This design comes from an exercise in tuning for small area, a short achievable clock period and few clock cycles per item on the open sky130 flow, not from production work. RTL that was checked went through simulation tests only; none was proved equivalent to the original. Power and IR drop assume default switching activity.

== fjord ==
Design sum_stationary, start of the top module:
module sum_stationary #(
  parameter int DATA_WIDTH = 8,
  parameter int N = 4,
  parameter int C_DATA_WIDTH = (2 * DATA_WIDTH) + $clog2(N),
  parameter int COUNTER_BITS = 16,
  parameter int LEN_BITS = 12,     
  parameter int SPLIT = 13         
) (
  input                             clk,
  input                             reset,
  input                             a_input_valid,
  input                             b_input_valid,
  input                             output_ready,
  output                            input_ready,
  output logic                      output_valid,
  input                             output_by_row,
  input        [COUNTER_BITS-1:0]   len_input,
  input        [N*DATA_WIDTH-1:0]   a_data,
  input        [N*DATA_WIDTH-1:0]   b_data,
  output logic [N*C_DATA_WIDTH-1:0] c_data_streaming
);
Size in the first run: roughly 5000 cells after synthesis, about 160 I/O pins, about 45000 um^2 of cells after synthesis.
Settings: LEC_CHECK=0, CAP_MARGIN=20, CORE_MARGIN=2, CORE_UTILIZATION=40, PLACE_DENSITY=0.6, SETUP_SLACK_MARGIN=2.0, SLEW_MARGIN=20; clock period 6.0 ns.
run.sh (not shown) runs the stock make flow with config.mk's settings and CLKGATE_MAP_FILE= SYNTH_SCRIPT=/design/flow/synth_recipe.tcl, a recipe that flattens the netlist after the stock synthesis.
Testbench counts of fjord, summed over its fixed seeds: cycles 5,211, tiles 128.
### fjord -> harbor
Settings: ABC_AREA newly set to 1; SETUP_SLACK_MARGIN changed from 2.0 to 1.5.
--- outcome ---
The final layout from harbor, which completed every stage, passed the timing, design-rule and antenna checks at the end of the flow. Against fjord, harbor comes in about 40% higher on number of inverters outside the clock class in the layout. The fraction of power consumed by combinational cells in harbor sits 0.9 points above the value recorded for fjord. Changes observed in harbor relative to fjord: net switching power figure now sits higher; clock slew at the register clock pins of the worst setup and hold paths roughly the same; first-pass detailed-route iteration total went down 4; placed cell count went up by 1765. Summary of the comparison: row count is higher in harbor, relative to fjord.
--- input diff harbor..amber ---
Settings: SETUP_SLACK_MARGIN now 2.0, was 1.5.
==> flow/flow/run.sh (new file) <==
#!/bin/bash
# The standard layout (standard synthesis, floorplan, placement, CTS,
# routing), with one change: the input and output port buffers that
# global placement inserts are plain buf_2 cells, which the resizer may
# upsize, instead of the clkdlybuf4s50 delay cells buffer_ports picks on
# its own. Every port still gets its buffer.
set -euo pipefail
export BUFFER_PORTS_ARGS="-buffer_cell sky130_fd_sc_hd__buf_2"
bash standard.sh finish > run_standard.log 2>&1
==> flow/standard.sh (new file) <==
#!/bin/bash
# synth_recipe.tcl (not shown) runs the flow's synth.tcl, then flattens the netlist and writes it again
# the make line also repeats each setting of config.mk as NAME=value (left out here)
make -C /OpenROAD-flow-scripts/flow DESIGN_CONFIG=/design/flow/config.mk WORK_HOME=/design/flow/orfs CLKGATE_MAP_FILE= SYNTH_SCRIPT=/design/flow/synth_recipe.tcl "${@:-finish}"
removed: flow/run.sh
==> comparison <==
Per the comparison of amber with harbor, post-synthesis to final-layout area growth up 0.94 points, non-clock buffer count rose 54.
Cell leakage power in amber vs harbor: up about 1.6%
Final cell area: amber above harbor
Diff harbor -> amber | core utilization | increase of 0.38 points
Fmax | amber vs harbor | amber faster
amber vs harbor on count of clock buffers in the final design: amber is the lower one.
Here is what was changed in the inputs of raven compared with amber.
Settings: SETUP_SLACK_MARGIN removed (was 2.0).
==> flow/run.sh (new file) <==
#!/bin/bash
# synth_recipe.tcl (not shown) runs the flow's synth.tcl, then flattens the netlist and writes it again
# the make line also repeats each setting of config.mk as NAME=value (left out here)
make -C /OpenROAD-flow-scripts/flow DESIGN_CONFIG=/design/flow/config.mk WORK_HOME=/design/flow/orfs CLKGATE_MAP_FILE= SYNTH_SCRIPT=/design/flow/synth_recipe.tcl finish
removed: flow/flow/run.sh
removed: flow/standard.sh
The lower global-route usage came out of amber.
amber -> raven: sequential cell count delta 0, exact match
Changes observed in raven relative to amber: total design power now larger; share of the cycle needed by the critical path after routing picked up an extra 17 points; fmax decreased about 20%; number of buffers and inverters on the critical path moved down.

== cedar ==
The RTL this note starts from:
==> flow/design.v <==
module sum_stationary #(
  parameter int DATA_WIDTH = 8,
  parameter int N = 4,
  parameter int C_DATA_WIDTH = (2 * DATA_WIDTH) + $clog2(N),
  parameter int COUNTER_BITS = 16,
  parameter int LEN_BITS = 12      
) (
  input                             clk,
  input                             reset,
  input                             a_input_valid,
  input                             b_input_valid,
  input                             output_ready,
  output                            input_ready,
  output logic                      output_valid,
  input                             output_by_row,
  input        [COUNTER_BITS-1:0]   len_input,
  input        [N*DATA_WIDTH-1:0]   a_data,
  input        [N*DATA_WIDTH-1:0]   b_data,
  output logic [N*C_DATA_WIDTH-1:0] c_data_streaming
);
  localparam int DW = DATA_WIDTH;
  localparam int CW = C_DATA_WIDTH;
  logic               in_first;    
  logic [LEN_BITS-1:0] rem;        
  logic               rem_is1;     
  logic               v_r, f_r, l_r;    
  logic [N*DW-1:0]    a_r, b_r;
  logic               full;        
  logic [1:0]         beat;        
  logic               by_row_r;
  logic out_xfer;
  assign out_xfer = full && output_ready && !reset;
  assign input_ready = !in_first ||
                       (!(v_r && l_r) && (!full || (beat == 2'd3 && output_ready)));
  logic hs;
  assign hs = a_input_valid && b_input_valid && input_ready && !reset;
  logic len_is1;
  assign len_is1 = len_input[LEN_BITS-1:0] == 1;
  always_ff @(posedge clk) begin
    if (reset) begin
      in_first <= 1'b1;
      rem      <= '0;
      rem_is1  <= 1'b0;
      v_r      <= 1'b0;
      f_r      <= 1'b0;
      l_r      <= 1'b0;
    end else begin
      v_r <= hs;
      f_r <= hs && in_first;
      l_r <= hs && (in_first ? len_is1 : rem_is1);
      if (hs) begin
        if (in_first) begin
          rem      <= len_input[LEN_BITS-1:0] - 1'b1;
          rem_is1  <= len_input[LEN_BITS-1:0] == 2;
          in_first <= len_is1;
        end else begin
          rem      <= rem - 1'b1;
          rem_is1  <= rem == 2;
          in_first <= rem_is1;
        end
      end
    end
  end
  always_ff @(posedge clk) begin
    a_r <= hs ? a_data : '0;
    b_r <= b_data;
  end
  logic [CW-1:0] acc [N][N];
  generate
    genvar i, j;
    for (i = 0; i < N; i++) begin : row
      for (j = 0; j < N; j++) begin : col
        always_ff @(posedge clk) begin
          acc[i][j] <= (f_r ? {CW{1'b0}} : acc[i][j])
                       + a_r[i*DW +: DW] * b_r[j*DW +: DW];
        end
      end
    end
  endgenerate
  always_ff @(posedge clk) begin
    if (reset) begin
      full     <= 1'b0;
      beat     <= 2'd0;
      by_row_r <= 1'b0;
    end else begin
      if (out_xfer) beat <= beat + 1'b1;
      if (out_xfer && beat == 2'd0) by_row_r <= output_by_row;
      if (v_r && l_r) full <= 1'b1;
      else if (out_xfer && beat == 2'd3) full <= 1'b0;
    end
  end
  assign output_valid = full;
  always_comb begin
    for (int e = 0; e < N; e++) begin
      logic [CW-1:0] x_row, x_col, x_sel;
      x_row = acc[beat][e];
      x_col = acc[e][beat];
      x_sel = by_row_r ? x_row : x_col;
      if (beat == 2'd0)
        c_data_streaming[e*CW +: CW] = output_by_row ? acc[0][e] : acc[e][0];
      else
        c_data_streaming[e*CW +: CW] = x_sel;
    end
  end
endmodule
make LEC_CHECK=0 CAP_MARGIN=20 CORE_MARGIN=2 CORE_UTILIZATION=40 PLACE_DENSITY=0.6 SLEW_MARGIN=20 finish   # period 6.0 ns
Stock flow here: none of the scripts above is used.
Setup changes, cedar to maple
-- flow/config.mk --
<<< cedar, line 6
export NUM_CORES = 4
export LEC_CHECK = 0
export CAP_MARGIN = 20
export CORE_MARGIN = 2
export CORE_UTILIZATION = 40
export PLACE_DENSITY = 0.6
export SLEW_MARGIN = 20
>>> maple, line 6
export NUM_CORES = 4
export LEC_CHECK = 0
export ABC_CLOCK_PERIOD_IN_PS = 3000
export CAP_MARGIN = 20
export CORE_MARGIN = 2
export CORE_UTILIZATION = 40
export PLACE_DENSITY = 0.6
export SETUP_SLACK_MARGIN = 2.6
export SLEW_MARGIN = 20
==> run summary <==
No stage failed in maple, and the final checks on the layout all came back clean.
cedar: no failed stages, no open violations at the end
The number of vias after detailed routing in maple is 1.10 times that in cedar.
maple against cedar; leakage power is up by more than 10%.
Against cedar, largest net degree at the start of global routing in maple fell by more than half.
Compared with cedar, in maple slack of the critical path rose 0.71 ns, first-pass GRT wire length picked up an extra about 12%, net total in the final layout now sits higher, wire length now larger, number of setup buffers added after CTS climbed 281.
The end of the critical path comes out acc[9][13] in one run and acc[13][15] in the other, namely in maple and cedar respectively.
Looking at global-route met1 utilization, maple sits above cedar.
Function was not checked in any run of this note: the RTL went through the layout flow alone.

sum_stationary with an RTL version that a note above also has.
Size: ~5000 cells after synthesis, about 450 flip-flops, about 160 I/O pins, about 45000 um2 of cells after synthesis.
Settings: LEC_CHECK=0, CAP_MARGIN=20, CORE_MARGIN=2, CORE_UTILIZATION=40, PLACE_DENSITY=0.6, SETUP_SLACK_MARGIN=2.0, SLEW_MARGIN=20; clock period 6.0 ns.
standard.sh (not shown) runs the stock make flow with config.mk's settings and CLKGATE_MAP_FILE= SYNTH_SCRIPT=/design/flow/synth_recipe.tcl, a recipe that flattens the netlist after the stock synthesis.
==> flow/flow/run.sh <==
#!/bin/bash
# The standard layout (standard synthesis, floorplan, placement, CTS,
# routing), with one change: the input and output port buffers that
# global placement inserts are plain buf_2 cells, which the resizer may
# upsize, instead of the clkdlybuf4s50 delay cells buffer_ports picks on
# its own. Every port still gets its buffer.
set -euo pipefail
export BUFFER_PORTS_ARGS="-buffer_cell sky130_fd_sc_hd__buf_2"
bash standard.sh finish > run_standard.log 2>&1
Testbench counts at the start, summed over its fixed seeds: cycles 5,211, tiles 128.
==> next run, changes <==
==> flow/run.sh (new file) <==
#!/bin/bash
# synth_recipe.tcl (not shown) runs the flow's synth.tcl, then flattens the netlist and writes it again
# the make line also repeats each setting of config.mk as NAME=value (left out here)
make -C /OpenROAD-flow-scripts/flow DESIGN_CONFIG=/design/flow/config.mk WORK_HOME=/design/flow/orfs CLKGATE_MAP_FILE= SYNTH_SCRIPT=/design/flow/synth_recipe.tcl finish
--- a/flow/config.mk
+++ b/flow/config.mk
@@ -6,4 +6,5 @@
 export NUM_CORES = 4
 export LEC_CHECK = 0
+export ABC_AREA = 1
 export CAP_MARGIN = 20
 export CORE_MARGIN = 2
removed: flow/flow/run.sh
removed: flow/standard.sh
Result:
- The new run went through all stages and came out clean
- design area goes up by 6.7%
- count of clock-buffer cells in the layout is unchanged
- worst setup slack is worse by 0.069 ns
- register-to-register slack is better by 0.12 ns
- critical path depth went down by 5
- flip-flop and latch count stays the same

==> re-timing with driven ports <==
No port has a modelled driver above. Below, the same layouts with a new extraction and two added sets of constraints.
Step 1: set_driving_cell puts a clkbuf_16 on clk and a buf_2 on each other input, an assumption about the parent block.
Step 2 also shifts input and output timing later by t, the mid clock arrival at the registers, as if the neighbouring blocks saw the same clock.
a / b / c = ideal ports / drivers / drivers and shift; a / b = the first two.
| run | t, ns | setup slack, ns | worst data-port slew with drivers (ns) |
|---|---|---|---|
| fjord | 0.770 | 1.952 / 1.787 / 1.787 | 0.25 |
| harbor | 0.802 | 1.444 / 1.362 / 1.447 | 0.08 |
| amber | 0.797 | 1.891 / 1.814 / 1.936 | 0.07 |
| raven | 0.806 | 0.893 / 0.810 / 0.945 | 0.07 |
| cedar | 0.741 | 0.584 / 0.584 / 0.584 | 0.07 |
| maple | 0.759 | 1.295 / 1.295 / 1.295 | 0.06 |
| the first run of note 3 | 0.740 | 1.957 / 1.898 / 1.957 | 0.25 |
| the second run of note 3 | 0.817 | 1.888 / 1.804 / 1.870 | 0.07 |
After both steps every run listed still meets setup and hold. The setup slack of fjord, which loses most, moves by -0.165 ns with the drivers and by -0.165 ns with both steps.
